This design comes from an exercise in tuning for small area, a short achievable clock period and few clock cycles per item on the open sky130 flow, not from production work. RTL that was checked went through simulation tests only; none was proved equivalent to the original.

indigo:
Design arctan, start of the top module:
module arctan #
	(
		parameter integer C_S00_AXIS_TDATA_WIDTH	= 32,
		parameter integer C_M00_AXIS_TDATA_WIDTH	= 32,
    parameter integer ITERATIONS = 16
	)
	(
		input wire  s00_axis_aclk, s00_axis_aresetn,
		input wire  s00_axis_tlast, s00_axis_tvalid,
		input wire [C_S00_AXIS_TDATA_WIDTH-1 : 0] s00_axis_tdata,
		input wire [(C_S00_AXIS_TDATA_WIDTH/8)-1: 0] s00_axis_tstrb,
		output logic  s00_axis_tready,
		input wire  m00_axis_aclk, m00_axis_aresetn,
		input wire  m00_axis_tready,
		output logic  m00_axis_tvalid, m00_axis_tlast,
		output logic [C_M00_AXIS_TDATA_WIDTH-1 : 0] m00_axis_tdata,
		output logic [(C_M00_AXIS_TDATA_WIDTH/8)-1: 0] m00_axis_tstrb
	);
  logic sv;   
  logic ov;   
  wire adv = ~sv;
  assign s00_axis_tready = adv;
  wire signed [15:0] x_in = s00_axis_tdata[15:0];
  wire signed [15:0] y_in = s00_axis_tdata[31:16];
  logic s0_v;
  logic [4:0] s0_side;
  logic signed [15:0] s0_x, s0_y;
  logic [1:0] s0_q;
  logic [0:0] s0_b;
  logic s1_v;
  logic [4:0] s1_side;
  logic signed [15:0] s1_x, s1_y;
  logic [1:0] s1_q;
  logic [1:0] s1_b;
  logic s2_v;
  logic [4:0] s2_side;
  logic signed [15:0] s2_x, s2_y;
  logic [1:0] s2_q;
  logic [2:0] s2_b;
  logic s3_v;
  logic [4:0] s3_side;
  ...
export LEC_CHECK = 0
export ABC_AREA = 1
export CAP_MARGIN = 20
export CORE_MARGIN = 2
export CORE_UTILIZATION = 40
export SETUP_SLACK_MARGIN = 2.5
export SLEW_MARGIN = 20
create_clock -name core_clock -period 5.0 [get_ports {s00_axis_aclk}]
run.sh (not shown) runs the stock make flow with config.mk's settings and CLKGATE_MAP_FILE= SYNTH_SCRIPT=/design/flow/synth_recipe.tcl, a recipe that flattens the netlist after the stock synthesis.
indigo has completed all stages; timing, DRC and antenna checks passed.
diff inputs: indigo => violet
--- a/flow/design.v
+++ b/flow/design.v
@@ -13,19 +13,20 @@
 		input wire  m00_axis_aclk, m00_axis_aresetn,
 		input wire  m00_axis_tready,
 		output logic  m00_axis_tvalid, m00_axis_tlast,
 		output logic [C_M00_AXIS_TDATA_WIDTH-1 : 0] m00_axis_tdata,
 		output logic [(C_M00_AXIS_TDATA_WIDTH/8)-1: 0] m00_axis_tstrb
 	);
   logic sv;   
   logic ov;   
   wire adv = ~sv;
-  assign s00_axis_tready = adv;
+  logic rdy;   
+  assign s00_axis_tready = rdy;
   wire signed [15:0] x_in = s00_axis_tdata[15:0];
   wire signed [15:0] y_in = s00_axis_tdata[31:16];
   logic s0_v;
   logic [4:0] s0_side;
   logic signed [15:0] s0_x, s0_y;
   logic [1:0] s0_q;
   logic [0:0] s0_b;
   logic s1_v;
   logic [4:0] s1_side;
@@ -528,39 +529,50 @@
       s14_pc <= c14_t;
       s14_bl <= c14_b[14:13];
       s14_side <= s13_side;
     end
   end
   logic signed [18:0] c15_ph;
   logic [18:0] c15_su;
   assign c15_su = {s14_r[18:1], 1'b1} + {18'(s14_pc), s14_bl[1]};
   assign c15_ph = {c15_su[18:1], s14_r[0]};
-      logic signed [18:0] o_ph, k_ph;
+      logic signed [18:0] o_ph;
+      logic signed [18:0] k_ph;
       logic [4:0] o_side, k_side;
       wire push = adv & s14_v;
       wire load_o = m00_axis_tready | ~ov;
       always_ff @(posedge s00_axis_aclk) begin
         if (s00_axis_aresetn == 1'b0) begin
           ov <= 1'b0;
           sv <= 1'b0;
         end else if (load_o) begin
           ov <= sv | push;
           sv <= 1'b0;
         end else begin
           sv <= sv | push;
         end
       end
+  always_ff @(posedge s00_axis_aclk) begin
+    if (s00_axis_aresetn == 1'b0) rdy <= 1'b1;
+    else if (load_o) rdy <= 1'b1;
+    else rdy <= ~(sv | push);
+  end
       always_ff @(posedge s00_axis_aclk) begin
         if (load_o) begin
-          o_ph <= sv ? k_ph : c15_ph;
+          o_ph <= sv ? 19'(k_ph) : c15_ph;
           o_side <= sv ? k_side : s14_side;
         end
         if (adv) begin
           k_ph <= c15_ph;
           k_side <= s14_side;
         end
       end
       assign m00_axis_tvalid = ov;
-      assign m00_axis_tdata = {{(C_M00_AXIS_TDATA_WIDTH-19){o_ph[18]}}, o_ph};
+  logic [3:0] o_sx;
+  always_ff @(posedge s00_axis_aclk) begin
+    o_sx[0] <= load_o ? (sv ? k_ph[18] : c15_ph[18]) : o_ph[18];
+    for (int i = 1; i < 4; i++) o_sx[i] <= load_o ? (sv ? k_ph[18] : c15_ph[18]) : o_sx[i-1];
+  end
+  assign m00_axis_tdata = {o_sx[3], o_sx[3], o_sx[3], o_sx[2], o_sx[2], o_sx[2], o_sx[1], o_sx[1], o_sx[1], o_sx[0], o_sx[0], o_sx[0], o_sx[0], o_ph};
       assign m00_axis_tlast = o_side[4];
       assign m00_axis_tstrb = o_side[3:0];
     endmodule
Going from indigo to violet, initial cell density of the core went down; clock distribution area overhead in the final layout went up. Post-synthesis adder-cell area fraction, indigo and violet: higher on violet. indigo vs violet, critical path launch point: o_ph[18] vs s11_x[15]. On violet: wire length is 4200 um lower than what indigo gave. Taking indigo as the reference, in violet setup slack went up.
Testbench counts of violet, summed over its fixed seeds: cycles 16,128, items 16,000.
For indigo, only the layout was checked, not whether the RTL still works.

========
Setup of run 1:
Another version of the RTL of arctan (not shown whole).
Size in the first run: about 4700 cells after synthesis, roughly 82 I/O pins.
## arctan
module arctan #
	(
		parameter integer C_S00_AXIS_TDATA_WIDTH	= 32,
		parameter integer C_M00_AXIS_TDATA_WIDTH	= 32,
    parameter integer ITERATIONS = 16
	)
	(
		input wire  s00_axis_aclk, s00_axis_aresetn,
		input wire  s00_axis_tlast, s00_axis_tvalid,
		input wire [C_S00_AXIS_TDATA_WIDTH-1 : 0] s00_axis_tdata,
		input wire [(C_S00_AXIS_TDATA_WIDTH/8)-1: 0] s00_axis_tstrb,
		output logic  s00_axis_tready,
		input wire  m00_axis_aclk, m00_axis_aresetn,
		input wire  m00_axis_tready,
		output logic  m00_axis_tvalid, m00_axis_tlast,
		output logic [C_M00_AXIS_TDATA_WIDTH-1 : 0] m00_axis_tdata,
		output logic [(C_M00_AXIS_TDATA_WIDTH/8)-1: 0] m00_axis_tstrb
	);
  logic sv;   
  logic ov;   
  wire adv = ~sv;
  assign s00_axis_tready = adv;
  wire signed [15:0] x_in = s00_axis_tdata[15:0];
  wire signed [15:0] y_in = s00_axis_tdata[31:16];
  logic s0_v;
  logic [4:0] s0_side;
  logic signed [15:0] s0_x, s0_y;
  logic [1:0] s0_q;
  logic [0:0] s0_b;
  logic s1_v;
  logic [4:0] s1_side;
  logic signed [15:0] s1_x, s1_y;
  logic [1:0] s1_q;
  logic [1:0] s1_b;
  logic s2_v;
  logic [4:0] s2_side;
  logic signed [15:0] s2_x, s2_y;
  logic [1:0] s2_q;
  logic [2:0] s2_b;
  logic s3_v;
  logic [4:0] s3_side;
  logic signed [15:0] s3_x, s3_y;
  logic [1:0] s3_q;
  logic [3:0] s3_b;
  logic s4_v;
  logic [4:0] s4_side;
  logic signed [15:0] s4_x, s4_y;
  logic [1:0] s4_q;
  logic [4:0] s4_b;
  logic s5_v;
  logic [4:0] s5_side;
  logic signed [15:0] s5_x, s5_y;
  logic [1:0] s5_q;
  ...
clock: 5.0 ns
lec_check: 0
abc_area: 1
cap_margin: 20
core_margin: 2
core_utilization: 40
setup_slack_margin: 2.5
slew_margin: 20
Run 1 reached the end of the flow, and the finished layout is clean on the timing, design-rule and antenna checks.
--- input diff run 1..run 3 ---
-- flow/design.v --
<<< run 1, line 535
  assign c15_su = {s14_r[18:1], 1'b1} + {18'(s14_pc), s14_bl[1]};
  assign c15_ph = {c15_su[18:1], s14_r[0]};
      logic signed [18:0] o_ph;
      logic signed [18:0] k_ph;
      logic [4:0] o_side, k_side;
      wire push = adv & s14_v;
>>> run 3, line 535
  assign c15_su = {s14_r[18:1], 1'b1} + {18'(s14_pc), s14_bl[1]};
  assign c15_ph = {c15_su[18:1], s14_r[0]};
      logic signed [18:0] o_ph, k_ph;
      logic [4:0] o_side, k_side;
      wire push = adv & s14_v;
<<< run 1, line 553
      always_ff @(posedge s00_axis_aclk) begin
        if (load_o) begin
          o_ph <= sv ? 19'(k_ph) : c15_ph;
          o_side <= sv ? k_side : s14_side;
        end
>>> run 3, line 552
      always_ff @(posedge s00_axis_aclk) begin
        if (load_o) begin
          o_ph <= sv ? k_ph : c15_ph;
          o_side <= sv ? k_side : s14_side;
        end
<<< run 1, line 562
      end
      assign m00_axis_tvalid = ov;
  logic [12:0] o_sx;
  always_ff @(posedge s00_axis_aclk) begin
    o_sx[0] <= load_o ? (sv ? k_ph[18] : c15_ph[18]) : o_ph[18];
    for (int i = 1; i < 13; i++) o_sx[i] <= load_o ? (sv ? k_ph[18] : c15_ph[18]) : o_sx[i-1];
  end
  assign m00_axis_tdata = {o_sx, o_ph};
      assign m00_axis_tlast = o_side[4];
      assign m00_axis_tstrb = o_side[3:0];
>>> run 3, line 561
      end
      assign m00_axis_tvalid = ov;
  logic o_nsx;
  always_ff @(posedge s00_axis_aclk) begin
    if (load_o) o_nsx <= ~(sv ? k_ph[18] : c15_ph[18]);
  end
  assign m00_axis_tdata = {{(C_M00_AXIS_TDATA_WIDTH-19){~o_nsx}}, o_ph};
      assign m00_axis_tlast = o_side[4];
      assign m00_axis_tstrb = o_side[3:0];
Notes after the runs:
- Against run 1, number of buffers other than clock buffers in the final layout in run 3 fell by a little under 10%.
- Run 3 ends up with a final clock skew that is 0.015 ns lower than in run 1.
- Global-route wire length before repair in run 3 vs run 1: up 5.3%
- Run 1 → run 3: synthesized netlist cell count higher, synthesized-area fraction occupied by ao, oa, aoi and oai cells lost 1.2 points.
No run of this note included a check of the RTL's function; only the layout flow was run.

port drivers added, routing unchanged:
The results above use ideal ports. As a check the final layouts listed here were re-extracted and re-timed, cells and wires unchanged.
Step 1: set_driving_cell puts a clkbuf_16 on s00_axis_aclk and a buf_2 on each other input, an assumption about the parent block.
Step 2 moves the port delays by t, midway between the first and last clock arrival at a register: inputs arrive t later, outputs are due t later. That takes back most of the time a late clock gives input paths.
a / b / c = ideal / step 1 / step 2; a / b = the first two.
run	t (ns)	setup WS [ns]	slew at the worst register clock pin (ns)	cell pins on the clock port's net
indigo	0.752	2.422 / 2.350 / 2.035	0.06 / 0.06	1
violet	0.722	2.553 / 2.527 / 1.933	0.06 / 0.06	1
run 1	0.722	2.296 / 2.229 / 2.034	0.06 / 0.06	1
run 3	0.731	2.362 / 2.290 / 2.011	0.06 / 0.06	1
After both steps every run listed still meets setup and hold. For violet, which loses most, drivers alone change the setup slack by -0.026 ns; drivers and shift together by -0.620 ns.
